This design comes from an exercise in tuning for small area and a short achievable clock period on the open sky130 flow, not from production work.
Where RTL was checked, it was by simulation tests only, not by an equivalence proof against the original.
For run 1, only the layout was checked, not whether the RTL still works.
No run shown here takes its clock network from TritonCTS; it comes from the design's own scripts or RTL.
The clock port is modelled as an ideal driver, which makes a skipped or thinned clock tree look cheaper than it is; a real chip needs a root buffer or a tree.
No activity file was given, so power comes from the tool's default toggle rates.

**flow/constraint.sdc**
```tcl
create_clock -name core_clock -period 4.0 [get_ports {clk}]
set_input_delay 0.8000 -clock core_clock [delete_from_list [all_inputs] [get_ports {clk}]]
set_output_delay 0.8000 -clock core_clock [all_outputs]
set_load 0.01 [all_outputs]
```
**flow/design.v**
```verilog
module PacketArbiter #
 ( parameter WIDTH = 8,
   parameter DEPTH = 8,
   parameter DLOG2 = 3,
   parameter KLOG2 = 3)
 ( input   clk,
   input   reset,
   input  [WIDTH-1:0]  A_tdata,
   input   A_tvalid,
   input   A_tlast,
   output reg A_tready,
   input  [WIDTH-1:0]  B_tdata,
   input   B_tvalid,
   input   B_tlast,
   output reg B_tready,
   output reg [WIDTH-1:0]  K_tdata,
   output reg K_tvalid,
   output reg K_tlast,
   input   K_tready);
  function [2:0] inc3(input [2:0] v);
    inc3 = {v[2] ^ (v[1] & v[0]), v[1] ^ v[0], ~v[0]};
  endfunction
  reg [WIDTH-1:0] A_mem [0:DEPTH-1];
  reg [WIDTH-1:0] B_mem [0:DEPTH-1];
  reg [WIDTH-1:0] K_mem [0:DEPTH-1];
  reg [2:0] wa, wb, kw;
  reg [2:0] lsel;                
  reg [2:0] csel;                
  reg [DEPTH-1:0] ra_q, rb_q, kr_q;    
  localparam [DEPTH-1:0] INV0 = {{(DEPTH-1){1'b0}}, 1'b1};
  wire [DEPTH-1:0] ra = ra_q ^ INV0;
  wire [DEPTH-1:0] rb = rb_q ^ INV0;
  wire [DEPTH-1:0] kr = kr_q ^ INV0;
  reg grant;
  wire endc = (csel != 0) && (csel == kw);
  wire [DEPTH-1:0] krn = {kr[DEPTH-1:1], 1'b0};
  wire klast = krn[lsel];
  wire alast = A_tvalid && A_tlast;
  wire blast = B_tvalid && B_tlast;
  wire [2:0] lsel_n = (grant ? alast : blast) ? (grant ? wa : wb) : lsel;
  wire [2:0] csel_n = (grant ? blast : alast) ? (grant ? wb : wa) : csel;
  always @(posedge clk, posedge reset) begin
    if (reset) begin
      wa <= 0; wb <= 0;
      A_tready <= 1'b0; B_tready <= 1'b0;
    end else begin
      if (A_tvalid) begin
        A_tready <= ~A_tlast;
        wa <= A_tlast ? 3'd0 : inc3(wa);
      end
      if (B_tvalid) begin
        B_tready <= ~B_tlast;
        wb <= B_tlast ? 3'd0 : inc3(wb);
      end
    end
  end
  always @(posedge clk, posedge reset) begin
    if (reset) begin
      ra_q <= 0; rb_q <= 0; kw <= 0; grant <= 1'b0; lsel <= 0; csel <= 0;
    end else begin
      lsel <= endc ? csel_n : lsel_n;
      csel <= endc ? lsel_n : csel_n;
      if (grant) rb_q <= {rb[DEPTH-2:0], rb[DEPTH-1]} ^ INV0;
      else       ra_q <= {ra[DEPTH-2:0], ra[DEPTH-1]} ^ INV0;
      kw <= endc ? 3'd0 : inc3(kw);
      grant <= grant ^ endc;
    end
  end
  always @(posedge clk, posedge reset) begin
    if (reset) begin
      kr_q <= 0; K_tvalid <= 1'b0; K_tlast <= 1'b0;
    end else if (K_tready) begin
      K_tvalid <= 1'b1;
      K_tlast <= klast;
      kr_q <= (klast ? INV0 : {kr[DEPTH-2:0], kr[DEPTH-1]}) ^ INV0;
    end
  end
  reg [WIDTH-1:0] crd, krd;
  integer i;
  always @* begin
    crd = {WIDTH{1'b0}};
    krd = {WIDTH{1'b0}};
    for (i = 0; i < DEPTH; i = i + 1) begin
      crd = crd | ({WIDTH{~grant & ra[i]}} & A_mem[i])
                | ({WIDTH{ grant & rb[i]}} & B_mem[i]);
      krd = krd | ({WIDTH{kr[i]}} & K_mem[i]);
    end
  end
  always @(posedge clk) begin
    if (A_tvalid && (wa != 0 || !reset)) A_mem[wa] <= A_tdata;
    if (B_tvalid && (wb != 0 || !reset)) B_mem[wb] <= B_tdata;
    if (kw != 0 || !reset) K_mem[kw] <= crd;
    if (K_tready) K_tdata <= krd;
  end
endmodule
```
**flow/flow/mycts.tcl**
```tcl
proc mycts_centre {items} {
  set sx 0; set sy 0
  foreach s $items { set sx [expr {$sx + [lindex $s 1]}]; set sy [expr {$sy + [lindex $s 2]}] }
  set n [llength $items]
  return [list [expr {int($sx / $n)}] [expr {int($sy / $n)}]]
}
proc mycts_split {items ngroups {axis 0}} {
  # cut items into ngroups groups of near-equal size, alternating the cut axis
  if {$ngroups <= 1} { return [list $items] }
  set n1 [expr {$ngroups / 2}]
  set n2 [expr {$ngroups - $n1}]
  set idx [expr {$axis ? 2 : 1}]
  set s [lsort -real -index $idx $items]
  set h [expr {int(round([llength $s] * double($n1) / $ngroups))}]
  set next [expr {1 - $axis}]
  return [concat [mycts_split [lrange $s 0 [expr {$h - 1}]] $n1 $next] \
                 [mycts_split [lrange $s $h end] $n2 $next]]
}
proc mycts_buf {name cell xy innet} {
  set block [ord::get_db_block]
  set m [[ord::get_db] findMaster $cell]
  set b [odb::dbInst_create $block $m $name]
  set w [$m getWidth]
  $b setLocation [expr {[lindex $xy 0] - $w / 2}] [lindex $xy 1]
  $b setPlacementStatus PLACED
  set net [odb::dbNet_create $block net_$name]
  $net setSigType CLOCK
  [$b findITerm A] connect $innet
  [$b findITerm X] connect $net
  return $net
}
proc mycts_run {nmid nleaf midcell leafcell} {
  set block [ord::get_db_block]
  set clknet [$block findNet clk]
  $clknet setSigType CLOCK
  set sinks {}
  foreach it [$clknet getITerms] {
    set bb [[$it getInst] getBBox]
    lappend sinks [list $it [expr {([$bb xMin] + [$bb xMax]) / 2.0}] [expr {([$bb yMin] + [$bb yMax]) / 2.0}]]
  }
  set leaves {}
  set i 0
  foreach g [mycts_split $sinks $nleaf] {
    set c [mycts_centre $g]
    lappend leaves [list $g [lindex $c 0] [lindex $c 1] $i]
    incr i
  }
  set j 0
  foreach mg [mycts_split $leaves $nmid] {
    set mnet [mycts_buf clkmid_$j $midcell [mycts_centre $mg] $clknet]
    foreach lf $mg {
      set lnet [mycts_buf clkleaf_[lindex $lf 3] $leafcell [lrange $lf 1 2] $mnet]
      foreach s [lindex $lf 0] {
        set it [lindex $s 0]
        $it disconnect
        $it connect $lnet
      }
    }
    incr j
  }
}
```
**flow/flow/cts_pre.tcl**
```tcl
# Sourced by ORFS's cts.tcl before clock_tree_synthesis (PRE_CTS_TCL): builds
# a two-level clock tree by hand (the clock port drives 4 mid buffers, which
# drive 10 leaf buffers, each leaf driving about 26 flip-flops), then turns
# the clock_tree_synthesis call that follows into a no-op.
source [file join [file dirname [info script]] mycts.tcl]
mycts_run 4 10 sky130_fd_sc_hd__clkbuf_16 sky130_fd_sc_hd__clkbuf_16
set_propagated_clock [all_clocks]
proc clock_tree_synthesis {args} {
  puts "clock_tree_synthesis skipped: manual clock tree in place"
}
```
**flow/flow/run.sh**
```bash
#!/bin/bash
# Standard ORFS layout, except that:
# - the clock tree is built by flow/cts_pre.tcl (hooked in through PRE_CTS_TCL)
#   instead of TritonCTS;
# - the port buffers are buf_2 cells (BUFFER_PORTS_ARGS).
# make's output goes to make.log here; ORFS's per-step logs stay under orfs/logs.
set -euo pipefail
here=$(pwd)
bash standard.sh "PRE_CTS_TCL=$here/flow/cts_pre.tcl" \
  "BUFFER_PORTS_ARGS=-buffer_cell sky130_fd_sc_hd__buf_2" \
  finish > make.log 2>&1
```
**flow/standard.sh**
```bash
#!/bin/bash
# synth_recipe.tcl (not shown) runs the flow's synth.tcl, then flattens the netlist and writes it again
# the make line also repeats each setting of config.mk as NAME=value (left out here)
make -C /OpenROAD-flow-scripts/flow DESIGN_CONFIG=/design/flow/config.mk WORK_HOME=/design/flow/orfs CLKGATE_MAP_FILE= SYNTH_SCRIPT=/design/flow/synth_recipe.tcl "${@:-finish}"
```
**flow/config.mk**
```make
export PLATFORM = sky130hd
export DESIGN_NAME = PacketArbiter
export DESIGN_NICKNAME = PacketArbiter
export VERILOG_FILES = /design/flow/design.v
export SDC_FILE = /design/flow/constraint.sdc
export NUM_CORES = 4
export LEC_CHECK = 0
export CAP_MARGIN = 20
export CORE_MARGIN = 2
export CORE_UTILIZATION = 60
export SETUP_SLACK_MARGIN = 2.3
export SLEW_MARGIN = 20
```
==> qor.yml, run 1 <==
status:
  outcome: "complete, no violations"
placed_design:
  placed_cell_area_sq_um: 9540
  hpwl_microns: 13400
  gp_congestion: 0.868
  portBuffers: 34
  place_ws_ns: 1.78
yosys:
  ys.flop_type: "edfxtp_1"
  synth_edf_count: 200
  yosys-top-cells-count: "edfxtp_1, a22oi_1, dfrtp_1"
  yosysMostFrequentCell: "edfxtp_1"
  synth.top_cells.by_area: "edfxtp_1, dfrtp_1, a22oi_1, mux2i_1, mux2_1"
  post_synth_num_cell_types: 36
  syn_inst: 557
  syn_nets: 586
  synth_warnings: 1
  synth_seq_cells: 244
  synth_top_area_frac: 0.650
  synth.avg_cell_area_sq_um: 16.6
  netlist_area_sq_um: 9240
  ys_seq_area_frac: 0.769
  yosysTopAreaCell: "edfxtp_1"
  async_reset_ff_frac: 0.180
die:
  core_sq_um: 15100
  ioPinCount: 35
  initial_core_util: 0.610
  die_w_microns: 128
  die_h_microns: 128
  fp-row-count: 45
  dieArea_sq_um: 16400
cells_and_area:
  nNetsFinal: 636
  drive_above_1_share: 0.258
  final_design_area_no_fill_sq_um: 10400
  synthToLayoutAreaGrowth_pct: 12.7
  antenna_cells: 0
timing:
  tightest_slew_ns: 0.956
  whs_ns: 0.466
  hold_viol: 0
  rsz0062_at_grt: "true"
  slew_viol_final: 0
  finalCriticalPeriod_ns: 1.74
  setup_ws_ns: 2.26
  max-slew-margin-rel: 0.361
  timing.fmax_mhz: 573
  period_share: 0.436
  skew_ns: 0.0430
  final-setup-viol-count: 0
  fin_setup_tns_ns: 0
critical_path:
  cp_data_required_time_ns: 3.99
  arrival_ns: 1.74
  cp-start-kind: "register"
  cp_max_fo: 8
  reg2reg_from: "ra_q[3]"
  critPathKind: "register to register"
  endpoint_kind: "register"
  worstSetupStartpoint: "ra_q[3]"
global_route:
  grt_use_total: 0.249
  antenna_found_initial: 0
  grt_overflow: 0
  grt_max_degree: 48
  grt_pass1_wl_microns: 30500
  grt_pass1_vias: 5135
detailed_routing:
  via_count: 5221
  viasPerCell: 6.58
  drt_iter0_drc: 571
  drt-met1-wl_microns: 8230
  top_layer: "met4"
  wl_met2_microns: 10300
  ant_nets: 0
  wl_met3_microns: 1390
  wl_microns: 20400
  firstDrtPassIters: 6
  wl_per_cell_microns: 25.7
  drc: 0
hold_path:
  worstHoldStart: "K_tvalid"
  hp-class: "register to register"
power:
  vdd_drop_max_mv: 0.577
  power_leakage_uw: 0.00360
  power_density_nw_per_um2: 701
  finalPower_uw: 7300
job:
  cap_violations: 0
clock_network:
  clk-insertion-delay-late_ns: 0.31
  clk_pin_slew_worst_paths_ns: 0.09
## cells by family after synthesis
kind of cell               share of synthesized area
AOI/OAI and AO/OA                              0.111
xor gates and xnor gates                     0.00379
adders and majority gates                    0.00812
buffers and inverters                         0.0241
DFF                                            0.769
muxes                                         0.0366
and+or+nand+nor                               0.0469
## final cells by class
type                    count  area [sq um]
flip-flops and latches    244          7120
fillers                   983          4730
multi-input cells         265          2170
repair buffers             63           429
plain buffers              14           350
well taps                 188           235
inverters                  19           101
## metrics by stage
stage	instances	util
6_report	793	0.688
5_1_grt	793	0.688
4_1_cts	778	0.672
3_5_place_dp	751	0.630
3_3_place_gp	751	0.630
2_1_floorplan	557	-
## cell usage in the layout, fill, tap and decap left out, types with 3 or more instances in the layout
master / Yosys / final
a22o_1: 15 / 15
a21oi_2: 0 / 4
clkbuf_16: 0 / 14
ha_1: 6 / 6
o21ai_1: 3 / 3
mux2i_1: 18 / 18
nor2_4: 0 / 16
dfrtp_1: 44 / 30
buf_4: 0 / 25
a221oi_2: 0 / 5
buf_12: 0 / 3
a21oi_1: 7 / 3
inv_1: 8 / 6
nand2_2: 0 / 6
mux2_1: 14 / 14
a221oi_1: 8 / 3
o21ai_2: 3 / 3
buf_2: 7 / 34
inv_2: 10 / 11
dfrtp_2: 0 / 14
xnor2_1: 3 / 3
and2_1: 3 / 3
nand3_1: 6 / 6
o22ai_1: 6 / 6
nand2b_1: 4 / 4
nand4_1: 18 / 18
a22oi_1: 69 / 69
a222oi_1: 6 / 6
edfxtp_1: 200 / 200
nor2_2: 0 / 4
nand2_1: 25 / 19
o21a_4: 0 / 3
o21ai_0: 6 / 6
nor2_1: 24 / 4
## final timing paths
check | depth (start not counted) | endpoint | slack, ns
max in group asynchronous | 2 | ra_q[6] | 2.63
min reg2reg | 1 | K_tvalid | 0.47
min in group asynchronous | 2 | wb[2] | 0.77
min | 1 | K_tvalid | 0.47
max | 3 | K_mem[7][7] | 2.26
max reg2reg | 3 | K_mem[7][7] | 2.26
## power breakdown
| group | switching (uW) | internal (uW) | leakage [uW] |
|---|---|---|---|
| combinational | 1200 | 845 | 0.00106 |
| clock | 684 | 630 | 0.000173 |
| sequential | 425 | 3510 | 0.00237 |
| total | 2310 | 4990 | 0.00360 |
## worst max-delay path, stage by stage (launching register included)
cell and delay (ns):
dfrtp_2 0.46, buf_4 0.15, a222oi_1 0.61, a31oi_4 0.24
## timing repair
| action | 4_1_cts | 5_1_grt |
|---|---|---|
| hold buffers | 0 | 0 |
| setup endpoints to repair | 246 | 206 |
| buffers inserted | 13 | 15 |
| hold endpoints to repair | 0 | 0 |
| resized for setup | 56 | 29 |
| pin swaps | 11 | 7 |
## flip-flops by register name, summed over array words and instances, names as in the netlist, 8 cells and up
register,flops
rb_q,8
K_tdata,8
B_mem,64
K_mem,64
A_mem,64
kr_q,8
ra_q,8
## routing by layer
layer / up-vias / global-route usage
met2: 223 / 0.430
met5: - / 0
li1: 2299 / -
met3: 37 / 0.0250
met4: 0 / 0.0491
met1: 2662 / 0.353
==> run 2, diff against run 1 <==
--- a/flow/design.v
+++ b/flow/design.v
@@ -26,11 +26,7 @@
   reg [2:0] wa, wb, kw;
   reg [2:0] lsel;                
   reg [2:0] csel;                
-  reg [DEPTH-1:0] ra_q, rb_q, kr_q;    
-  localparam [DEPTH-1:0] INV0 = {{(DEPTH-1){1'b0}}, 1'b1};
-  wire [DEPTH-1:0] ra = ra_q ^ INV0;
-  wire [DEPTH-1:0] rb = rb_q ^ INV0;
-  wire [DEPTH-1:0] kr = kr_q ^ INV0;
+  reg [DEPTH-1:0] ra, rb, kr;    
   reg grant;
   wire endc = (csel != 0) && (csel == kw);
   wire [DEPTH-1:0] krn = {kr[DEPTH-1:1], 1'b0};
@@ -56,23 +52,23 @@
   end
   always @(posedge clk, posedge reset) begin
     if (reset) begin
-      ra_q <= 0; rb_q <= 0; kw <= 0; grant <= 1'b0; lsel <= 0; csel <= 0;
+      ra <= 1; rb <= 1; kw <= 0; grant <= 1'b0; lsel <= 0; csel <= 0;
     end else begin
       lsel <= endc ? csel_n : lsel_n;
       csel <= endc ? lsel_n : csel_n;
-      if (grant) rb_q <= {rb[DEPTH-2:0], rb[DEPTH-1]} ^ INV0;
-      else       ra_q <= {ra[DEPTH-2:0], ra[DEPTH-1]} ^ INV0;
+      if (grant) rb <= {rb[DEPTH-2:0], rb[DEPTH-1]};
+      else       ra <= {ra[DEPTH-2:0], ra[DEPTH-1]};
       kw <= endc ? 3'd0 : inc3(kw);
       grant <= grant ^ endc;
     end
   end
   always @(posedge clk, posedge reset) begin
     if (reset) begin
-      kr_q <= 0; K_tvalid <= 1'b0; K_tlast <= 1'b0;
+      kr <= 1; K_tvalid <= 1'b0; K_tlast <= 1'b0;
     end else if (K_tready) begin
       K_tvalid <= 1'b1;
       K_tlast <= klast;
-      kr_q <= (klast ? INV0 : {kr[DEPTH-2:0], kr[DEPTH-1]}) ^ INV0;
+      kr <= klast ? {{(DEPTH-1){1'b0}}, 1'b1} : {kr[DEPTH-2:0], kr[DEPTH-1]};
     end
   end
   reg [WIDTH-1:0] crd, krd;
==> flow/flow/cts_pre.tcl (replaced) <==
# Sourced by ORFS's cts.tcl before clock_tree_synthesis (PRE_CTS_TCL): builds
# a two-level clock tree by hand (the clock port drives 4 mid clock inverters,
# which drive 8 leaf clock inverters, each leaf driving about 30 flip-flops;
# two inversions, so the flip-flops see the port's clock), then turns the
# repair_clock_inverters and clock_tree_synthesis calls that follow into
# no-ops (repair_clock_inverters would clone the leaf inverters per flip-flop).
source [file join [file dirname [info script]] mycts.tcl]
mycts_run 4 8 sky130_fd_sc_hd__clkinv_8 sky130_fd_sc_hd__clkinv_16
set_propagated_clock [all_clocks]
proc repair_clock_inverters {args} {
  puts "repair_clock_inverters skipped: manual clock tree in place"
}
proc clock_tree_synthesis {args} {
  puts "clock_tree_synthesis skipped: manual clock tree in place"
}
--- a/flow/flow/mycts.tcl
+++ b/flow/flow/mycts.tcl
@@ -26,7 +26,9 @@
   set net [odb::dbNet_create $block net_$name]
   $net setSigType CLOCK
   [$b findITerm A] connect $innet
-  [$b findITerm X] connect $net
+  set out [$b findITerm X]
+  if {$out eq "NULL" || $out eq ""} { set out [$b findITerm Y] }
+  $out connect $net
   return $net
 }
 proc mycts_run {nmid nleaf midcell leafcell} {
--- a/flow/config.mk
+++ b/flow/config.mk
@@ -8,5 +8,5 @@
 export CAP_MARGIN = 20
 export CORE_MARGIN = 2
 export CORE_UTILIZATION = 60
-export SETUP_SLACK_MARGIN = 2.3
+export SETUP_SLACK_MARGIN = 2.4
 export SLEW_MARGIN = 20
==> qor.yml, run 2 <==
critical_path:
  endpoint_kind: "register"
  crit_buf_inv: 0
  arrival_ns: 1.49
  critPathKind: "register to register"
  cp_slowest_stage_delay_ns: 0.72
  cp-start-kind: "register"
  path_cells: "nand2_1 -> nor2_1"
  cp_data_required_time_ns: 3.80
  crit_slowest_cell: "nor2_1"
  cp_max_fo: 8
  crit_family: "simple AND/OR/NAND/NOR gates"
hold_path:
  hp-class: "register to register"
yosys:
  yosysTopAreaCell: "edfxtp_1"
  synth_seq_cells: 244
  synth.top_cells.by_area: "edfxtp_1, dfrtp_1, a22oi_1, a22o_1, mux2_2"
  yosys-top-cells-count: "edfxtp_1, a22oi_1, dfrtp_1"
  netlist_area_sq_um: 9230
  ys_seq_area_frac: 0.771
  synth.avg_cell_area_sq_um: 16.5
  synth_warnings: 1
  syn_inst: 558
  synth_edf_count: 200
  post_synth_num_cell_types: 36
  synth_top_area_frac: 0.651
  ys.flop_type: "edfxtp_1"
  syn_nets: 587
  async_reset_ff_frac: 0.180
  yosysMostFrequentCell: "edfxtp_1"
clock_network:
  hold_buffers: 0
  clk_pin_slew_worst_paths_ns: 0.08
  clk-insertion-delay-late_ns: 0.18
detailed_routing:
  wl_per_cell_microns: 25.5
  wl_microns: 20800
  via_count: 5229
  ant_nets: 0
  drt_iter0_drc: 391
  firstDrtPassIters: 7
  drc: 0
  viasPerCell: 6.42
power:
  p_switching_uw: 2050
  power_leakage_uw: 0.00375
  p_seq_frac: 0.590
  p_comb_frac: 0.238
  clkPwrFrac: 0.172
  p_int_uw: 4120
  p_sw_frac: 0.332
  finalPower_uw: 6160
  power_density_nw_per_um2: 558
  vdd_drop_max_mv: 0.394
global_route:
  grt_overflow: 0
  grt_pass1_vias: 5197
  grt_pass1_wl_microns: 31000
  grt_use_total: 0.252
  antenna_found_initial: 0
  grt_max_degree: 45
timing:
  max-slew-margin-rel: 0.234
  skew_ns: 0.0141
  tightest_slew_ns: 1.14
  fin_setup_tns_ns: 0
  final-setup-viol-count: 0
  timing.fmax_mhz: 592
  period_share: 0.422
  finalCriticalPeriod_ns: 1.69
  hold_viol: 0
  slew_viol_final: 0
  rsz0062_at_grt: "true"
placed_design:
  dpl.cell_count: 750
  placed_cell_area_sq_um: 9620
  portBuffers: 34
  hpwl_microns: 12500
  gp_congestion: 0.809
die:
  core_sq_um: 15100
  die_h_microns: 128
  die_w_microns: 128
  ioPinCount: 35
  fp-row-count: 45
  initial_core_util: 0.611
  dieArea_sq_um: 16400
cells_and_area:
  final_design_area_no_fill_sq_um: 11100
  mostFrequentLayoutCells: "edfxtp_1, a22oi_1, buf_2, buf_4"
  finalNonFillerCells: 814
  largestRegisters: "A_mem x64, B_mem x64, K_mem x64"
  synthToLayoutAreaGrowth_pct: 19.8
  final_common_cell: "edfxtp_1"
  drive_above_1_share: 0.377
  antenna_cells: 0
  nNetsFinal: 657
job:
  cap_violations: 0
status:
  outcome: "complete, no violations"
[run 2: cell count changes in the layout (fill, tap and decap cells not counted), moves of 7 or more]
cell	change
mux2_1	-14
dfrtp_2	+9
buf_12	+11
a31oi_4	+7
clkbuf_16	-14
a22o_1	+8
a221oi_2	+7
buf_4	+8
a22oi_1	-10
clkinv_16	+8
mux2_2	+17
dfrtp_1	-13
[run 2: power by group through the flow]
stage	clock, uW	combinational [uW]	sequential (uW)
floorplan	0	887	3510
global placement	0	1070	3700
global route	1180	1600	3680
finish	1060	1470	3640
CTS	1080	1390	3650
detailed placement	0	1110	3720
[run 2: worst paths after layout]
check	cells past startpoint	slack, ns	start	end
max in group asynchronous	2	2.54	reset	wa[0]
setup reg to reg	2	2.31	kw[2]	K_mem[6][5]
min in group asynchronous	2	0.68	reset	ra[5]
hold reg to reg	1	0.47	K_tvalid	K_tvalid
setup / recovery	2	2.31	kw[2]	K_mem[6][5]
hold / removal	1	0.47	K_tvalid	K_tvalid
[run 2: cell type report]
| cell class | instances | area (sq um) |
|---|---|---|
| tap | 188 | 235 |
| timing repair buffer | 86 | 777 |
| fill | 948 | 4040 |
| multi-input combinational | 268 | 2530 |
| timing repair inverter | 1 | 5.00 |
| sequential | 244 | 7140 |
| inverter | 27 | 368 |
[run 2: logic make-up (layout without fill, tap and decap cells)]
| logic type | after synthesis | in the layout | share of synthesized area |
|---|---|---|---|
| AO/OA/AOI/OAI | 134 | 134 | 0.111 |
| XOR/XNOR | 4 | 4 | 0.00380 |
| flip-flops | 244 | 244 | 0.771 |
| adder cells (fa/ha/maj) | 6 | 6 | 0.00814 |
| buffers and inverters | 47 | 114 | 0.0214 |
| AND/OR/NAND/NOR | 89 | 90 | 0.0460 |
| multiplexers | 34 | 34 | 0.0392 |
[run 2: repair_timing]
action | CTS | global route
resized for setup | 105 | 38
endpoints found under the setup margin | 269 | 192
cloned | 1 | 1
pin swaps | 19 | 23
buffers inserted | 21 | 29
[run 2: worst register-to-register path, delay by kind of cell (launching register included)]
| family | cells | cell delay [ns] |
|---|---|---|
| flip-flops | 1 | 0.48 |
| AND/OR/NAND/NOR | 2 | 0.83 |
[run 2: per-stage QoR]
stage	worst slack, ns	utilization	hold WS [ns]
after floorplan	2.22	-	0.509
final	2.31	0.733	0.468
after CTS	2.31	0.707	0.475
after global placement	1.71	0.637	0.445
after detailed placement	1.66	0.637	0.455
after global routing	2.22	0.733	0.497
[run 2: metal layers]
layer | track usage | part of all wire | wire [microns]
met1 | 0.348 | 0.42 | 8750
met2 | 0.448 | 0.51 | 10600
met3 | 0.0259 | 0.047 | 984
met4 | 0.0440 | 0.024 | 499
met5 | 0 | 0 | 0
==> run 3, diff against run 2 <==
--- a/flow/config.mk
+++ b/flow/config.mk
@@ -8,5 +8,5 @@
 export CAP_MARGIN = 20
 export CORE_MARGIN = 2
 export CORE_UTILIZATION = 60
-export SETUP_SLACK_MARGIN = 2.4
+export SETUP_SLACK_MARGIN = 2.35
 export SLEW_MARGIN = 20
==> qor.yml, run 3 <==
cells_and_area:
  final_design_area_no_fill_sq_um: 10600
  antenna_cells: 0
  synthToLayoutAreaGrowth_pct: 14.8
  final_common_cell: "edfxtp_1"
  nNetsFinal: 625
  drive_above_1_share: 0.313
  finalNonFillerCells: 782
  mostFrequentLayoutCells: "edfxtp_1, a22oi_1, buf_2, dfrtp_2, a22o_1"
  fillCellCount: 988
  largestRegisters: "A_mem x64, B_mem x64, K_mem x64"
yosys:
  synth_top_area_frac: 0.651
  syn_inst: 558
  yosysMostFrequentCell: "edfxtp_1"
  yosysTopAreaCell: "edfxtp_1"
  netlist_area_sq_um: 9230
  ys.flop_type: "edfxtp_1"
  synth_warnings: 1
  syn_nets: 587
  synth_edf_count: 200
  synth.avg_cell_area_sq_um: 16.5
  yosys-top-cells-count: "edfxtp_1, a22oi_1, dfrtp_1"
  ys_seq_area_frac: 0.771
  synth_seq_cells: 244
  synth.top_cells.by_area: "edfxtp_1, dfrtp_1, a22oi_1, a22o_1, mux2_2"
  async_reset_ff_frac: 0.180
  post_synth_num_cell_types: 36
critical_path:
  worstSetupStartpoint: "ra[0]"
  path_cells: "a22oi_1 -> nand4_1 -> nor2_1 -> a31oi_4"
  crit_family: "flip-flops"
  reg2reg_from: "ra[0]"
  rr_endpoint: "K_mem[2][7]"
  cp_slowest_stage_delay_ns: 0.72
  crit_end: "K_mem[2][7]"
  crit_slowest_cell: "dfstp_4"
  crit_buf_inv: 0
  cp_data_required_time_ns: 3.97
  cp-start-kind: "register"
  endpoint_kind: "register"
  critPathKind: "register to register"
  reg2reg_setup_slack_ns: 2.39
  crit_cells: 4
  cp_max_fo: 10
  reg2regPathDepth: 4
  arrival_ns: 1.58
placed_design:
  portBuffers: 34
  dpl.cell_count: 750
  hpwl_microns: 13000
  gp_congestion: 0.889
  placed_cell_area_sq_um: 9580
global_route:
  busiest_layer: "met2"
  grt_pass1_wl_microns: 30400
  grt_overflow: 0
  grt_max_degree: 45
  antenna_found_initial: 0
  grt_pass1_vias: 5107
  grt_use_met1: 0.364
  grt_use_total: 0.245
  grtUsageMet2: 0.415
  gr-usage-met3: 0.0142
timing:
  fin_setup_tns_ns: 0
  skew_ns: 0.0200
  max-slew-margin-rel: 0.618
  period_share: 0.403
  final-setup-viol-count: 0
  slew_viol_final: 0
  hold_viol: 0
  tightest_slew_ns: 0.573
  finalCriticalPeriod_ns: 1.61
  rsz0062_at_grt: "true"
  timing.fmax_mhz: 621
power:
  p_seq_frac: 0.595
  vdd_drop_max_mv: 0.490
  p_sw_frac: 0.333
  p_comb_frac: 0.230
  clkPwrFrac: 0.174
  p_int_uw: 4080
  power_leakage_uw: 0.00353
  power_density_nw_per_um2: 577
  p_switching_uw: 2030
detailed_routing:
  via_count: 5126
  ant_nets: 0
  wl_per_cell_microns: 25.5
  wl_microns: 19900
  viasPerCell: 6.55
  firstDrtPassIters: 5
  drc: 0
  drt_iter0_drc: 468
job:
  cap_violations: 0
clock_network:
  clk_pin_slew_worst_paths_ns: 0.08
  clk-insertion-delay-late_ns: 0.18
  hold_buffers: 0
die:
  fp-row-count: 45
  die_w_microns: 128
  initial_core_util: 0.611
  dieArea_sq_um: 16400
  die_h_microns: 128
  core_sq_um: 15100
  ioPinCount: 35
status:
  outcome: "complete, no violations"
hold_path:
  hp-class: "register to register"
==> run 3: how the worst min path moves through the flow <==
stage | startpoint | slack, ns | cells after the start | end
floorplan | K_tvalid | 0.51 | 1 | K_tvalid
global placement | K_tvalid | 0.45 | 1 | K_tvalid
detailed placement | K_tvalid | 0.44 | 1 | K_tvalid
CTS | K_tvalid | 0.46 | 1 | K_tvalid
global route | K_tvalid | 0.50 | 1 | K_tvalid
finish | K_tvalid | 0.46 | 1 | K_tvalid
==> run 3: power by group through the flow <==
stage | logic, uW | clock network (uW) | registers (uW)
2_1_floorplan | 876 | 0 | 3500
3_3_place_gp | 1090 | 0 | 3680
3_5_place_dp | 1120 | 0 | 3690
4_1_cts | 1310 | 1080 | 3650
5_1_grt | 1530 | 1180 | 3680
6_report | 1410 | 1060 | 3640
==> run 3: final cells by class <==
| cell class | count | area (sq um) | share of cell area |
|---|---|---|---|
| Inverter | 27 | 367 | 0.0346 |
| Multi-Input combinational cell | 267 | 2390 | 0.226 |
| Sequential cell | 244 | 7150 | 0.675 |
| Tap cell | 188 | 235 | 0.0222 |
| Timing Repair Buffer | 56 | 450 | 0.0425 |
==> run 3: worst reg2reg max path, delay by kind of cell (launching register included) <==
family	cells	cell delay [ns]
AOI/OAI and AO/OA	2	0.42
and+or+nand+nor	2	0.26
DFF	1	0.72
==> run 3: what timing repair did <==
item	CTS	global route
pin swaps	15	10
endpoints found under the setup margin	239	193
setup buffers	14	5
resized for setup	79	39
==> run 3: stage by stage <==
step | utilization | worst slack (ns) | total power (uW) | hold WS [ns]
4_1_cts | 0.689 | 2.29 | 6030 | 0.465
5_1_grt | 0.702 | 2.33 | 6390 | 0.496
3_5_place_dp | 0.635 | 1.79 | 4810 | 0.444
6_report | 0.702 | 2.39 | 6110 | 0.463
2_1_floorplan | - | 2.21 | 4380 | 0.509
3_3_place_gp | 0.635 | 1.81 | 4770 | 0.446
==> run 3: logic make-up after synthesis <==
| kind of cell | Yosys count | synth area share |
|---|---|---|
| and+or+nand+nor | 89 | 0.0460 |
| AOI/OAI and AO/OA | 134 | 0.111 |
| DFF | 244 | 0.771 |
| buffers and inverters | 47 | 0.0214 |
| muxes | 34 | 0.0392 |
| xor gates and xnor gates | 4 | 0.00380 |
| adders and majority gates | 6 | 0.00814 |
==> run 3: layer usage <==
metal  vias up  part of all wire
met4         0             0.020
met5         -                 0
met3        25             0.042
li1       2266                 -
met2       148              0.50
met1      2687              0.43
==> run 4, diff against run 3 <==
--- a/flow/config.mk
+++ b/flow/config.mk
@@ -7,6 +7,6 @@
 export LEC_CHECK = 0
 export CAP_MARGIN = 20
 export CORE_MARGIN = 2
-export CORE_UTILIZATION = 60
+export CORE_UTILIZATION = 65
 export SETUP_SLACK_MARGIN = 2.35
 export SLEW_MARGIN = 20
==> qor.yml, run 4 <==
die:
  dieArea_sq_um: 15200
  die_h_microns: 123
  fp-row-count: 43
  die_w_microns: 123
  ioPinCount: 35
  core_sq_um: 13900
  initial_core_util: 0.665
yosys:
  netlist_area_sq_um: 9230
  yosysMostFrequentCell: "edfxtp_1"
  async_reset_ff_frac: 0.180
  post_synth_num_cell_types: 36
  ys_seq_area_frac: 0.771
  synth_warnings: 1
  synth_top_area_frac: 0.651
  yosys-top-cells-count: "edfxtp_1, a22oi_1, dfrtp_1"
  syn_inst: 558
  ys.flop_type: "edfxtp_1"
  synth_edf_count: 200
  synth.top_cells.by_area: "edfxtp_1, dfrtp_1, a22oi_1, a22o_1, mux2_2"
  synth.avg_cell_area_sq_um: 16.5
  yosysTopAreaCell: "edfxtp_1"
  synth_seq_cells: 244
  syn_nets: 587
cells_and_area:
  antenna_cells: 0
  nNetsFinal: 630
  mostFrequentLayoutCells: "edfxtp_1, a22oi_1, buf_2, a22o_1, dfrtp_2"
  final_common_cell: "edfxtp_1"
  synthToLayoutAreaGrowth_pct: 15.5
  drive_above_1_share: 0.321
  largestRegisters: "A_mem x64, B_mem x64, K_mem x64"
  fin_util: 0.768
global_route:
  grt_max_degree: 45
  grt_pass1_wl_microns: 30000
  grt_use_total: 0.265
  grt_pass1_vias: 5192
  antenna_found_initial: 0
  grt_overflow: 0
timing:
  period_share: 0.416
  max-slew-margin-rel: 0.356
  timing.fmax_mhz: 602
  finalCriticalPeriod_ns: 1.66
  final-setup-viol-count: 0
  slew_viol_final: 0
  hold_viol: 0
  skew_ns: 0.0228
  rsz0062_at_grt: "true"
  tightest_slew_ns: 0.964
  fin_setup_tns_ns: 0
clock_network:
  hold_buffers: 0
  clk_pin_slew_worst_paths_ns: 0.08
  clk-insertion-delay-late_ns: 0.19
critical_path:
  crit_family: "flip-flops"
  arrival_ns: 1.55
  endpoint_kind: "register"
  crit_buf_inv: 1
  cp-start-kind: "register"
  cp_data_required_time_ns: 3.89
  reg2reg_setup_slack_ns: 2.34
  path_cells: "buf_2 -> a22oi_1 -> nand4_1 -> nor2_1 -> a31oi_4"
  cp_slowest_stage_delay_ns: 0.48
  cp_max_fo: 8
  crit_slowest_cell: "dfrtp_2"
  critPathKind: "register to register"
hold_path:
  hp-class: "register to register"
detailed_routing:
  drt_iter0_drc: 535
  wl_microns: 20200
  wl_per_cell_microns: 25.9
  firstDrtPassIters: 7
  ant_nets: 0
  via_count: 5139
  drc: 0
  viasPerCell: 6.60
power:
  vdd_drop_max_mv: 0.487
  power_density_nw_per_um2: 580
  power_leakage_uw: 0.00357
placed_design:
  portBuffers: 34
  hpwl_microns: 12600
  gp_congestion: 0.895
status:
  outcome: "complete, no violations"
job:
  cap_violations: 0
-- run 4: power breakdown --
| part | total, uW | internal (uW) | switching, uW |
|---|---|---|---|
| combinational | 1450 | 600 | 848 |
| sequential | 3680 | 3320 | 360 |
| clock | 1060 | 202 | 856 |
-- run 4: area by class of cell --
class,count,area [sq um]
flip-flops and latches,244,7140
fillers,783,3230
multi-input cells,267,2410
repair buffers,61,513
inverters,27,367
well taps,180,225
-- run 4: path summary, 6_finish.rpt --
path,startpoint,end,cells after the start
setup reg to reg,ra[7],K_mem[6][7],5
hold reg to reg,K_tvalid,K_tvalid,1
setup / recovery,ra[7],K_mem[6][7],5
min in group asynchronous,reset,wa[1],2
hold / removal,K_tvalid,K_tvalid,1
max in group asynchronous,reset,grant,2
-- run 4: kinds of logic (layout without fill, tap and decap cells) --
family,after synthesis,in the layout,synth area share
AOI/OAI and AO/OA,134,134,0.111
xor gates and xnor gates,4,4,0.00380
adders and majority gates,6,6,0.00814
buffers and inverters,47,88,0.0214
DFF,244,244,0.771
muxes,34,34,0.0392
and+or+nand+nor,89,89,0.0460
-- run 4: per-layer routing --
metal,GRT usage,routed length [microns],share of wire
met2,0.464,10600,0.52
met3,0.0235,1230,0.061
met5,0,0,0
met1,0.377,8060,0.40
met4,0.0419,348,0.017
-- run 4: metrics by stage --
stage,instance area [sq um],total power [uW],cells,hold slack (ns),setup WS (ns)
CTS,10400,6040,764,0.473,2.29
global route,10700,6450,779,0.517,2.29
finish,10700,6180,779,0.471,2.34
global placement,9570,4750,742,0.449,1.81
floorplan,9310,4380,558,0.509,2.21
detailed placement,9570,4810,742,0.453,1.71
-- run 4: worst reg2reg max path, delay by kind of cell (launching register included) --
| family | cells | cell delay, ns |
|---|---|---|
| simple gates | 2 | 0.39 |
| compound gates | 2 | 0.30 |
| flops | 1 | 0.48 |
| buf+inv | 1 | 0.20 |
-- run 4: what timing repair did --
action	CTS	global route
pin swaps	17	16
setup endpoints to repair	260	210
resized for setup	77	44
setup buffers	10	15
gates cloned	0	0
==> run 5, diff against run 4 <==
==> flow/flow/cts_pre.tcl (replaced) <==
# Sourced by ORFS's cts.tcl before clock_tree_synthesis (PRE_CTS_TCL): builds
# a two-level clock tree by hand (the clock port drives 4 mid clock inverters,
# which drive 12 leaf clock inverters, each leaf driving about 20 flip-flops;
# two inversions, so the flip-flops see the port's clock), then turns the
# repair_clock_inverters and clock_tree_synthesis calls that follow into
# no-ops (repair_clock_inverters would clone the leaf inverters per flip-flop).
source [file join [file dirname [info script]] mycts.tcl]
mycts_run 4 12 sky130_fd_sc_hd__clkinv_4 sky130_fd_sc_hd__clkinv_8
set_propagated_clock [all_clocks]
proc repair_clock_inverters {args} {
  puts "repair_clock_inverters skipped: manual clock tree in place"
}
proc clock_tree_synthesis {args} {
  puts "clock_tree_synthesis skipped: manual clock tree in place"
}
--- a/flow/config.mk
+++ b/flow/config.mk
@@ -7,6 +7,6 @@
 export LEC_CHECK = 0
 export CAP_MARGIN = 20
 export CORE_MARGIN = 2
-export CORE_UTILIZATION = 65
+export CORE_UTILIZATION = 60
 export SETUP_SLACK_MARGIN = 2.35
 export SLEW_MARGIN = 20
==> qor.yml, run 5 <==
cells_and_area:
  antenna_cells: 0
  seqCellArea_sq_um: 7140
  drive_above_1_share: 0.306
  multiInputGateArea_sq_um: 2370
  nNetsFinal: 626
  fillCellCount: 1015
  mostFrequentLayoutCells: "edfxtp_1, a22oi_1, buf_2, a22o_1, dfrtp_2"
  finalNonFillerCells: 783
  largestRegisters: "A_mem x64, B_mem x64, K_mem x64"
  final_common_cell: "edfxtp_1"
  final_design_area_no_fill_sq_um: 10400
  synthToLayoutAreaGrowth_pct: 13.1
critical_path:
  path_cells: "a22o_1 -> a221oi_2 -> a31oi_4"
  cp_slowest_stage_delay_ns: 0.53
  crit_buf_inv: 0
  rr_endpoint: "K_mem[6][5]"
  arrival_ns: 1.60
  critPathKind: "register to register"
  crit_slowest_cell: "dfrtp_1"
  cp-start-kind: "register"
  cp_max_fo: 10
  reg2regPathDepth: 3
  reg2reg_setup_slack_ns: 2.34
  reg2reg_from: "rb[3]"
  crit_family: "compound AO/OA/AOI/OAI gates"
  cp_data_required_time_ns: 3.94
  endpoint_kind: "register"
  crit_end: "K_mem[6][5]"
  worstSetupStartpoint: "rb[3]"
  crit_cells: 3
detailed_routing:
  ant_nets: 0
  viasPerCell: 6.46
  drc: 0
  firstDrtPassIters: 5
  drt_iter0_drc: 497
  wl_microns: 19800
  wl_per_cell_microns: 25.3
  via_count: 5055
global_route:
  grt_pass1_wl_microns: 30200
  grt_max_degree: 45
  grt_pass1_vias: 5117
  grt_overflow: 0
  antenna_found_initial: 0
  grt_use_total: 0.243
yosys:
  synth.avg_cell_area_sq_um: 16.5
  syn_inst: 558
  yosysTopAreaCell: "edfxtp_1"
  ys.flop_type: "edfxtp_1"
  synth_warnings: 1
  synth_seq_cells: 244
  synth_edf_count: 200
  async_reset_ff_frac: 0.180
  ys_seq_area_frac: 0.771
  post_synth_num_cell_types: 36
  yosys-top-cells-count: "edfxtp_1, a22oi_1, dfrtp_1"
  yosysMostFrequentCell: "edfxtp_1"
  synth.top_cells.by_area: "edfxtp_1, dfrtp_1, a22oi_1, a22o_1, mux2_2"
  netlist_area_sq_um: 9230
  synth_top_area_frac: 0.651
  syn_nets: 587
clock_network:
  clk_pin_slew_worst_paths_ns: 0.08
  clk-insertion-delay-late_ns: 0.24
timing:
  max-slew-margin-rel: 0.631
  final-setup-viol-count: 0
  rsz0062_at_grt: "true"
  setup_ws_ns: 2.34
  fin_setup_tns_ns: 0
  timing.fmax_mhz: 604
  period_share: 0.414
  finalCriticalPeriod_ns: 1.66
  slew_viol_final: 0
  tightest_slew_ns: 0.553
  hold_viol: 0
  skew_ns: 0.0152
die:
  initial_core_util: 0.611
  ioPinCount: 35
  dieArea_sq_um: 16400
  core_sq_um: 15100
  fp-row-count: 45
  die_w_microns: 128
  die_h_microns: 128
power:
  vdd_drop_max_mv: 0.294
  power_density_nw_per_um2: 574
  power_leakage_uw: 0.00348
placed_design:
  portBuffers: 34
  placed_cell_area_sq_um: 9580
  dpl.cell_count: 750
  hpwl_microns: 13000
  place_ws_ns: 1.79
  gp_congestion: 0.889
hold_path:
  hp-class: "register to register"
job:
  cap_violations: 0
status:
  outcome: "complete, no violations"
[run 5: area by class of cell]
cell class	instances	share of cell area
Timing Repair Buffer	53	0.0379
Tap cell	188	0.0225
Sequential cell	244	0.684
Inverter	31	0.0279
Multi-Input combinational cell	267	0.227
[run 5: kinds of logic (layout without fill, tap and decap cells)]
logic type	Yosys count	in the layout	share of synthesized area
flops	244	244	0.771
buf+inv	47	84	0.0214
xor+xnor	4	4	0.00380
fa+ha+maj	6	6	0.00814
simple gates	89	89	0.0460
compound gates	134	134	0.111
mux	34	34	0.0392
[run 5: worst reg2reg max path, cell delays in order, from the launching register on]
cell      delay (ns)
dfrtp_1         0.53
a22o_1          0.28
a221oi_2        0.33
a31oi_4         0.22
[run 5: repair_timing]
| action | in CTS | in global routing |
|---|---|---|
| gates cloned | 0 | 0 |
| resized for setup | 77 | 27 |
| endpoints found under the hold margin | 0 | 0 |
| hold buffers | 0 | 0 |
| setup buffers | 12 | 4 |
| pin swaps | 8 | 6 |
| setup endpoints to repair | 223 | 209 |
[run 5: report_power, final]
part           switching, uW  total (uW)  internal, uW
registers                317        3630          3320
logic                    840        1380           543
clock network            832         972           140
total                   1990        5990          4000
[run 5: worst min path at each step]
stage              from  endpoint  slack, ns  depth (start not counted)
2_1_floorplan  K_tvalid  K_tvalid       0.51                          1
3_3_place_gp   K_tvalid  K_tvalid       0.45                          1
3_5_place_dp   K_tvalid  K_tvalid       0.44                          1
4_1_cts        K_tvalid  K_tvalid       0.47                          1
5_1_grt        K_tvalid  K_tvalid       0.50                          1
6_report       K_tvalid  K_tvalid       0.47                          1
[run 5: per-stage QoR]
stage               total power, uW  hold slack [ns]  utilization
finish                         5990            0.472        0.691
floorplan                      4380            0.509            -
CTS                            5930            0.468        0.681
global route                   6260            0.499        0.691
global placement               4770            0.446        0.635
detailed placement             4810            0.444        0.635
[run 5: routing by layer]
| metal | up-vias | GRT usage | part of all wire |
|---|---|---|---|
| met5 | - | 0 | 0 |
| met4 | 0 | 0.0349 | 0.015 |
| met3 | 21 | 0.0175 | 0.040 |
| met2 | 143 | 0.415 | 0.50 |
| met1 | 2613 | 0.360 | 0.44 |
| li1 | 2278 | - | - |
==> run 6, diff against run 5 <==
==> flow/flow/cts_pre.tcl (replaced) <==
# Sourced by ORFS's cts.tcl before clock_tree_synthesis (PRE_CTS_TCL): builds
# a two-level clock tree by hand (the clock port drives 4 mid clock inverters,
# which drive 10 leaf clock inverters, each leaf driving about 26 flip-flops;
# two inversions, so the flip-flops see the port's clock), then turns the
# repair_clock_inverters and clock_tree_synthesis calls that follow into
# no-ops (repair_clock_inverters would clone the leaf inverters per flip-flop).
source [file join [file dirname [info script]] mycts.tcl]
mycts_run 4 10 sky130_fd_sc_hd__clkinv_8 sky130_fd_sc_hd__clkinv_16
set_propagated_clock [all_clocks]
proc repair_clock_inverters {args} {
  puts "repair_clock_inverters skipped: manual clock tree in place"
}
proc clock_tree_synthesis {args} {
  puts "clock_tree_synthesis skipped: manual clock tree in place"
}
==> qor.yml, run 6 <==
cells_and_area:
  nNetsFinal: 631
  fin_util: 0.711
  final_design_area_no_fill_sq_um: 10700
  largestRegisters: "A_mem x64, B_mem x64, K_mem x64"
  final_common_cell: "edfxtp_1"
  drive_above_1_share: 0.330
  fillCellCount: 973
  mostFrequentLayoutCells: "edfxtp_1, a22oi_1, buf_2, dfrtp_2, a22o_1"
  synthToLayoutAreaGrowth_pct: 16.3
  antenna_cells: 0
timing:
  period_share: 0.413
  rsz0062_at_grt: "true"
  hold_viol: 0
  skew_ns: 0.0617
  timing.fmax_mhz: 605
  whs_ns: 0.463
  tightest_slew_ns: 0.582
  slew_viol_final: 0
  max-slew-margin-rel: 0.612
  fin_setup_tns_ns: 0
  finalCriticalPeriod_ns: 1.65
  final-setup-viol-count: 0
critical_path:
  cp_max_fo: 7
  cp_data_required_time_ns: 3.88
  endpoint_kind: "register"
  reg2regPathDepth: 6
  critPathKind: "input port to register"
  cp-start-kind: "input port"
  arrival_ns: 1.53
job:
  cap_violations: 0
die:
  die_w_microns: 128
  die_h_microns: 128
  fp-row-count: 45
  ioPinCount: 35
  dieArea_sq_um: 16400
  initial_core_util: 0.611
  core_sq_um: 15100
detailed_routing:
  ant_nets: 0
  wl_per_cell_microns: 25.3
  wl_microns: 20000
  wl_met3_microns: 977
  firstDrtPassIters: 5
  drt_iter0_drc: 426
  via_count: 5147
  viasPerCell: 6.53
  drt-met1-wl_microns: 8590
  drc: 0
  wl_met2_microns: 10000
  top_layer: "met4"
power:
  finalPower_uw: 6260
  power_leakage_uw: 0.00358
  vdd_drop_max_mv: 0.344
  power_density_nw_per_um2: 583
yosys:
  ys.flop_type: "edfxtp_1"
  synth_warnings: 1
  ys_seq_area_frac: 0.771
  netlist_area_sq_um: 9230
  yosysMostFrequentCell: "edfxtp_1"
  synth.top_cells.by_area: "edfxtp_1, dfrtp_1, a22oi_1, a22o_1, mux2_2"
  synth_seq_cells: 244
  synth_edf_count: 200
  yosysTopAreaCell: "edfxtp_1"
  post_synth_num_cell_types: 36
  synth.avg_cell_area_sq_um: 16.5
  async_reset_ff_frac: 0.180
  syn_nets: 587
  yosys-top-cells-count: "edfxtp_1, a22oi_1, dfrtp_1"
  synth_top_area_frac: 0.651
  syn_inst: 558
global_route:
  grt_use_total: 0.246
  grt_pass1_wl_microns: 30400
  grt_pass1_vias: 5136
  antenna_found_initial: 0
  grt_max_degree: 45
  grt_overflow: 0
placed_design:
  placed_cell_area_sq_um: 9580
  hpwl_microns: 13000
  portBuffers: 34
  gp_congestion: 0.889
hold_path:
  hp-class: "register to register"
  hold_depth: 1
status:
  outcome: "complete, no violations"
clock_network:
  clk-insertion-delay-late_ns: 0.22
  clk_pin_slew_worst_paths_ns: 0.07
-- run 6: cell counts after synthesis --
No cell type changed its count.
-- run 6: worst paths after layout --
| kind | from | end | slack [ns] |
|---|---|---|---|
| setup / recovery | reset | A_mem[3][6] | 2.35 |
| hold reg to reg | K_tvalid | K_tvalid | 0.46 |
| max in group asynchronous | reset | rb[0] | 2.78 |
| hold / removal | K_tvalid | K_tvalid | 0.46 |
| min in group asynchronous | reset | wa[0] | 0.61 |
| setup reg to reg | ra[0] | K_mem[4][7] | 2.38 |
-- run 6: through the flow --
step	setup WS, ns	instances
after floorplan	2.21	558
after global placement	1.81	750
after detailed placement	1.79	750
after CTS	2.31	784
after global routing	2.30	788
final	2.35	788
-- run 6: worst max-delay path, stage by stage --
cell     delay, ns
buf_6         0.12
a21oi_4       0.22
nand2_4       0.10
nor2_4        0.15
buf_12        0.14
-- run 6: repair_timing --
| action | CTS | global route |
|---|---|---|
| setup buffers | 20 | 3 |
| gates resized for setup | 84 | 45 |
| pin swaps | 19 | 17 |
| hold buffers | 0 | 0 |
| setup endpoints to repair | 233 | 189 |
| gates cloned | 0 | 0 |
| endpoints found under the hold margin | 0 | 0 |
-- run 6: where the power goes --
group	internal [uW]	leakage (uW)	switching, uW
Clock	229	0.000142	938
Sequential	3320	0.00237	325
Combinational	586	0.00107	867
-- run 6: layout make-up --
| type | count | area, sq um | share of cell area |
|---|---|---|---|
| Sequential cell | 244 | 7140 | 0.666 |
| Timing Repair Buffer | 60 | 499 | 0.0465 |
| Tap cell | 188 | 235 | 0.0219 |
| Multi-Input combinational cell | 267 | 2420 | 0.226 |
| Inverter | 29 | 429 | 0.0400 |
-- run 6: cells by family (layout without fill, tap and decap cells) --
group                    Yosys count  in the layout  share of synthesized area
AND/OR/NAND/NOR                   89             89                     0.0460
flip-flops                       244            244                      0.771
multiplexers                      34             34                     0.0392
AO/OA/AOI/OAI                    134            134                      0.111
buffers and inverters             47             89                     0.0214
adder cells (fa/ha/maj)            6              6                    0.00814
XOR/XNOR                           4              4                    0.00380
-- run 6: layer usage --
metal  up-vias  global-route usage
met2       169               0.416
met4         0              0.0420
li1       2275                   -
met5         -                   0
met1      2672               0.364
met3        31              0.0179
==> run 7, diff against run 6 <==
--- a/flow/config.mk
+++ b/flow/config.mk
@@ -8,5 +8,5 @@
 export CAP_MARGIN = 20
 export CORE_MARGIN = 2
 export CORE_UTILIZATION = 60
-export SETUP_SLACK_MARGIN = 2.35
+export SETUP_SLACK_MARGIN = 2.45
 export SLEW_MARGIN = 20
==> qor.yml, run 7 <==
status:
  outcome: "complete, no violations"
die:
  core_sq_um: 15100
  dieArea_sq_um: 16400
  ioPinCount: 35
  die_h_microns: 128
  initial_core_util: 0.611
  die_w_microns: 128
  fp-row-count: 45
power:
  p_switching_uw: 2230
  power_density_nw_per_um2: 577
  p_sw_frac: 0.345
  vdd_drop_max_mv: 0.436
  p_seq_frac: 0.564
  finalPower_uw: 6460
  power_leakage_uw: 0.00378
  clkPwrFrac: 0.182
  p_int_uw: 4230
  p_comb_frac: 0.254
cells_and_area:
  final_design_area_no_fill_sq_um: 11200
  largestRegisters: "A_mem x64, B_mem x64, K_mem x64"
  nNetsFinal: 654
  drive_above_1_share: 0.396
  final_common_cell: "edfxtp_1"
  mostFrequentLayoutCells: "edfxtp_1, a22oi_1, buf_2, buf_4, dfrtp_2"
  seqCellArea_sq_um: 7150
  fillCellCount: 898
  synthToLayoutAreaGrowth_pct: 21.3
  multiInputGateArea_sq_um: 2650
  antenna_cells: 0
clock_network:
  clk-insertion-delay-late_ns: 0.22
  hold_buffers: 0
  clk_pin_slew_worst_paths_ns: 0.07
detailed_routing:
  drc: 0
  firstDrtPassIters: 5
  wl_per_cell_microns: 25.9
  wl_microns: 21000
  ant_nets: 0
  viasPerCell: 6.47
  via_count: 5245
  drt_iter0_drc: 407
job:
  cap_violations: 0
critical_path:
  critPathKind: "register to register"
  cp_data_required_time_ns: 3.96
  cp-start-kind: "register"
  cp_slowest_stage_delay_ns: 0.68
  arrival_ns: 1.62
  path_cells: "a22oi_2 -> nand4_1 -> nor2_2 -> a31oi_4"
  crit_slowest_cell: "dfstp_2"
  endpoint_kind: "register"
  cp_max_fo: 8
yosys:
  netlist_area_sq_um: 9230
  syn_inst: 558
  synth_top_area_frac: 0.651
  synth_edf_count: 200
  yosys-top-cells-count: "edfxtp_1, a22oi_1, dfrtp_1"
  synthAdderAreaFrac: 0.00814
  synthSimpleGateAreaFrac: 0.0460
  syn_nets: 587
  synth.top_cells.by_area: "edfxtp_1, dfrtp_1, a22oi_1, a22o_1, mux2_2"
  post_synth_num_cell_types: 36
  yosysMostFrequentCell: "edfxtp_1"
  muxShareOfSynthArea: 0.0392
  ys_seq_area_frac: 0.771
  synth_compound_area_frac: 0.111
  synth_xor_area_frac: 0.00380
  synth_warnings: 1
  ys.flop_type: "edfxtp_1"
  synth.avg_cell_area_sq_um: 16.5
  yosysTopAreaCell: "edfxtp_1"
  synth_top_family_by_area: "compound AO/OA/AOI/OAI gates"
  synth_seq_cells: 244
  async_reset_ff_frac: 0.180
timing:
  final-setup-viol-count: 0
  rsz0062_at_grt: "true"
  slew_viol_final: 0
  whs_ns: 0.460
  timing.fmax_mhz: 605
  fin_setup_tns_ns: 0
  period_share: 0.414
  tightest_slew_ns: 1.15
  setup_ws_ns: 2.35
  hold_viol: 0
  skew_ns: 0.0604
  finalCriticalPeriod_ns: 1.65
  max-slew-margin-rel: 0.231
global_route:
  grt_pass1_vias: 5197
  grt_overflow: 0
  antenna_found_initial: 0
  grt_use_total: 0.253
  grt_pass1_wl_microns: 31100
  grt_max_degree: 45
placed_design:
  place_ws_ns: 1.70
  portBuffers: 34
  gp_congestion: 0.881
  hpwl_microns: 12500
  placed_cell_area_sq_um: 9690
hold_path:
  hp-class: "register to register"
run 7: cell count changes in the layout (fill, tap and decap cells not counted), moves of 4 or more:
cell     delta
buf_6       +8
a22oi_2    +12
a22oi_1    -12
nand2_4     +5
nand2_2     -4
buf_4      +11
run 7: final timing paths:
kind	start	to	slack, ns	depth (start not counted)
max in group asynchronous	reset	ra[7]	2.58	2
worst min register to register	K_tvalid	K_tvalid	0.46	1
worst min-delay path	K_tvalid	K_tvalid	0.46	1
worst max register to register	ra[0]	K_mem[6][6]	2.35	4
worst max-delay path	ra[0]	K_mem[6][6]	2.35	4
min in group asynchronous	reset	wa[0]	0.76	3
run 7: critical path, delay by kind of cell (launching register included):
kind             cells  cell delay, ns
AO/OA/AOI/OAI        2            0.39
AND/OR/NAND/NOR      2            0.32
flip-flops           1            0.68
run 7: cell families after synthesis:
family	Yosys count
AO/OA/AOI/OAI	134
XOR/XNOR	4
adder cells (fa/ha/maj)	6
buffers and inverters	47
flip-flops	244
multiplexers	34
AND/OR/NAND/NOR	89
run 7: metrics by stage:
stage                      util  cells
after global placement    0.642    749
after floorplan               -    558
after detailed placement  0.642    749
after global routing      0.742    811
final                     0.742    811
after CTS                 0.710    783
run 7: power by group through the flow:
stage | clock network (uW) | registers, uW | logic [uW]
final | 1180 | 3640 | 1640
after global routing | 1300 | 3690 | 1770
after CTS | 1190 | 3630 | 1460
after detailed placement | 0 | 3740 | 1130
after global placement | 0 | 3730 | 1100
after floorplan | 0 | 3510 | 927
run 7: what timing repair did:
item / in CTS / in global routing
resized for setup: 105 / 53
gates cloned: 1 / 2
pin swaps: 15 / 28
buffers inserted: 19 / 26
setup endpoints to repair: 267 / 197
run 7: layout make-up:
| class | count | area share |
|---|---|---|
| sequential | 244 | 0.638 |
| multi-input combinational | 269 | 0.237 |
| tap | 188 | 0.0210 |
| inverter | 29 | 0.0388 |
| timing repair buffer | 80 | 0.0644 |
| timing repair inverter | 1 | 0.000447 |
run 7: per-layer routing:
metal	GRT usage	share of wire	vias up
met5	0	0	-
met4	0.0498	0.025	0
met3	0.0217	0.044	36
met2	0.433	0.51	172
met1	0.367	0.42	2705
li1	-	-	2332
==> run 8, diff against run 7 <==
--- a/flow/config.mk
+++ b/flow/config.mk
@@ -8,5 +8,5 @@
 export CAP_MARGIN = 20
 export CORE_MARGIN = 2
 export CORE_UTILIZATION = 60
-export SETUP_SLACK_MARGIN = 2.45
+export SETUP_SLACK_MARGIN = 2.55
 export SLEW_MARGIN = 20
==> qor.yml, run 8 <==
die:
  fp-row-count: 45
  die_w_microns: 128
  dieArea_sq_um: 16400
  core_sq_um: 15100
  die_h_microns: 128
  initial_core_util: 0.611
  ioPinCount: 35
clock_network:
  clk_pin_slew_worst_paths_ns: 0.07
  clk-insertion-delay-late_ns: 0.23
critical_path:
  cp_data_required_time_ns: 3.89
  critPathKind: "register to register"
  crit_family: "flip-flops"
  path_cells: "buf_6 -> a22oi_1 -> nand4_1 -> nor2_2 -> a31oi_4"
  endpoint_kind: "register"
  reg2reg_setup_slack_ns: 2.36
  arrival_ns: 1.53
  reg2regPathDepth: 5
  cp_slowest_stage_delay_ns: 0.48
  cp-start-kind: "register"
  rr_endpoint: "K_mem[0][6]"
  crit_buf_inv: 1
  crit_slowest_cell: "dfrtp_2"
  reg2reg_from: "ra[1]"
  cp_max_fo: 8
detailed_routing:
  firstDrtPassIters: 4
  drt-met1-wl_microns: 9000
  via_count: 5338
  top_layer: "met4"
  wl_met2_microns: 10800
  wl_met3_microns: 733
  drc: 0
  ant_nets: 0
  viasPerCell: 6.31
  drt_iter0_drc: 435
  wl_microns: 21000
  wl_per_cell_microns: 24.9
yosys:
  yosysMostFrequentCell: "edfxtp_1"
  synthSimpleGateAreaFrac: 0.0460
  muxShareOfSynthArea: 0.0392
  synth_edf_count: 200
  post_synth_num_cell_types: 36
  synth.top_cells.by_area: "edfxtp_1, dfrtp_1, a22oi_1, a22o_1, mux2_2"
  ys.flop_type: "edfxtp_1"
  netlist_area_sq_um: 9230
  yosysTopAreaCell: "edfxtp_1"
  synth_top_area_frac: 0.651
  synth_seq_cells: 244
  syn_nets: 587
  synth_compound_area_frac: 0.111
  synthAdderAreaFrac: 0.00814
  synth_xor_area_frac: 0.00380
  yosys-top-cells-count: "edfxtp_1, a22oi_1, dfrtp_1"
  synth_warnings: 1
  synth.avg_cell_area_sq_um: 16.5
  synth_top_family_by_area: "compound AO/OA/AOI/OAI gates"
  ys_seq_area_frac: 0.771
  async_reset_ff_frac: 0.180
  syn_inst: 558
cells_and_area:
  fillCellCount: 854
  nNetsFinal: 689
  antenna_cells: 0
  final_common_cell: "edfxtp_1"
  drive_above_1_share: 0.441
  mostFrequentLayoutCells: "edfxtp_1, a22oi_1, buf_4, buf_2, dfrtp_2"
  synthToLayoutAreaGrowth_pct: 27.4
  largestRegisters: "A_mem x64, B_mem x64, K_mem x64"
timing:
  finalCriticalPeriod_ns: 1.64
  skew_ns: 0.0683
  tightest_slew_ns: 0.539
  whs_ns: 0.480
  final-setup-viol-count: 0
  rsz0062_at_grt: "true"
  max-slew-margin-rel: 0.640
  period_share: 0.409
  timing.fmax_mhz: 611
  slew_viol_final: 0
  fin_setup_tns_ns: 0
  hold_viol: 0
placed_design:
  hpwl_microns: 11700
  portBuffers: 34
  gp_congestion: 0.769
global_route:
  grt_use_total: 0.252
  antenna_found_initial: 0
  grt_overflow: 0
  grt_max_degree: 45
  grt_pass1_vias: 5310
  grt_pass1_wl_microns: 31000
hold_path:
  hp-class: "register to register"
  hold_depth: 1
  worstHoldStart: "K_tvalid"
  min_to: "K_tvalid"
job:
  cap_violations: 0
power:
  power_leakage_uw: 0.00402
  vdd_drop_max_mv: 0.513
  power_density_nw_per_um2: 571
status:
  outcome: "complete, no violations"
## run 8: cell counts after synthesis
No cell type changed its count.
## run 8: what timing repair did
action                                  CTS  global route
resized for setup                       102            39
buffers inserted                         54            27
pin swaps                                34            32
endpoints found under the setup margin  312           234
gates cloned                              1             2
endpoints found under the hold margin     0             0
hold buffers                              0             0
## run 8: power breakdown
group          internal (uW)  switching, uW
Clock                    228            941
Combinational            881           1120
Sequential              3320            223
Total                   4430           2280
## run 8: cell families (layout without fill, tap and decap cells)
kind of cell	count (synthesis)	after routing
AO/OA/AOI/OAI	134	135
buffers and inverters	47	146
XOR/XNOR	4	4
adder cells (fa/ha/maj)	6	6
AND/OR/NAND/NOR	89	89
flip-flops	244	244
multiplexers	34	34
## run 8: routing by layer
metal  global-route usage  up-vias
met3               0.0175       32
met5                    0        -
met2                0.440      119
li1                     -     2398
met4               0.0504        0
met1                0.360     2789
## run 8: worst max-delay path by stage
stage	depth (start not counted)	slack, ns	end	from
after CTS	5	2.41	K_mem[3][6]	reset
after floorplan	5	2.32	B_mem[3][0]	wb[1]
after detailed placement	4	1.93	B_mem[3][3]	reset
after global routing	5	2.30	K_mem[0][6]	ra[7]
final	5	2.36	K_mem[0][6]	ra[1]
after global placement	4	1.93	B_mem[3][1]	reset
## run 8: layout make-up
type | instances | area (sq um) | area share
Inverter | 29 | 444 | 0.0378
Multi-Input combinational cell | 268 | 2680 | 0.228
Sequential cell | 244 | 7150 | 0.608
Tap cell | 188 | 235 | 0.0200
Timing Repair Buffer | 116 | 1240 | 0.105
Timing Repair inverter | 1 | 7.51 | 0.000639
## run 8: metrics by stage
step / setup WS, ns / util / instance area (sq um) / cells / power (uW)
2_1_floorplan: 2.32 / - / 9600 / 558 / 4510
3_3_place_gp: 1.93 / 0.652 / 9840 / 748 / 4850
3_5_place_dp: 1.93 / 0.652 / 9840 / 748 / 4910
4_1_cts: 2.41 / 0.749 / 11300 / 817 / 6460
5_1_grt: 2.30 / 0.779 / 11800 / 846 / 7000
6_report: 2.36 / 0.779 / 11800 / 846 / 6710

afterwards: timing with drivers on the ports:
No port has a modelled driver above. Below, the same layouts with a new extraction and two added sets of constraints. Step 1, drivers: a clkbuf_16 drives clk and a buf_2 each remaining input, both assumed. Step 2 times the ports against the registers' clock, not the clock port: input delays grow and output delays shrink by t, the midpoint of the rising clock arrivals with the driver on. a / b / c = no drivers / after step 1 / after step 2; a / b = the first two.
run | shift t [ns] | setup slack, ns | worst hold slack (ns) | worst setup path after step 2
run 1 | 0.382 | 2.255 / 2.255 / 2.025 | 0.466 / 0.466 / 0.466 | input to register
run 2 | 0.329 | 2.311 / 2.311 / 2.142 | 0.468 / 0.468 / 0.468 | input to register
run 3 | 0.319 | 2.389 / 2.338 / 2.200 | 0.463 / 0.463 / 0.463 | input to register
run 4 | 0.319 | 2.338 / 2.309 / 2.162 | 0.471 / 0.471 / 0.471 | input to register
run 5 | 0.333 | 2.344 / 2.322 / 2.109 | 0.472 / 0.472 / 0.472 | input to register
run 6 | 0.336 | 2.348 / 2.296 / 2.127 | 0.463 / 0.464 / 0.464 | input to register
run 7 | 0.343 | 2.346 / 2.289 / 2.104 | 0.460 / 0.461 / 0.461 | input to register
run 8 | 0.341 | 2.362 / 2.288 / 2.171 | 0.480 / 0.480 / 0.480 | input to register
After both steps setup and hold are still met in every run listed. The setup slack of run 7, which loses most, moves by -0.057 ns with the drivers and by -0.242 ns with both steps.
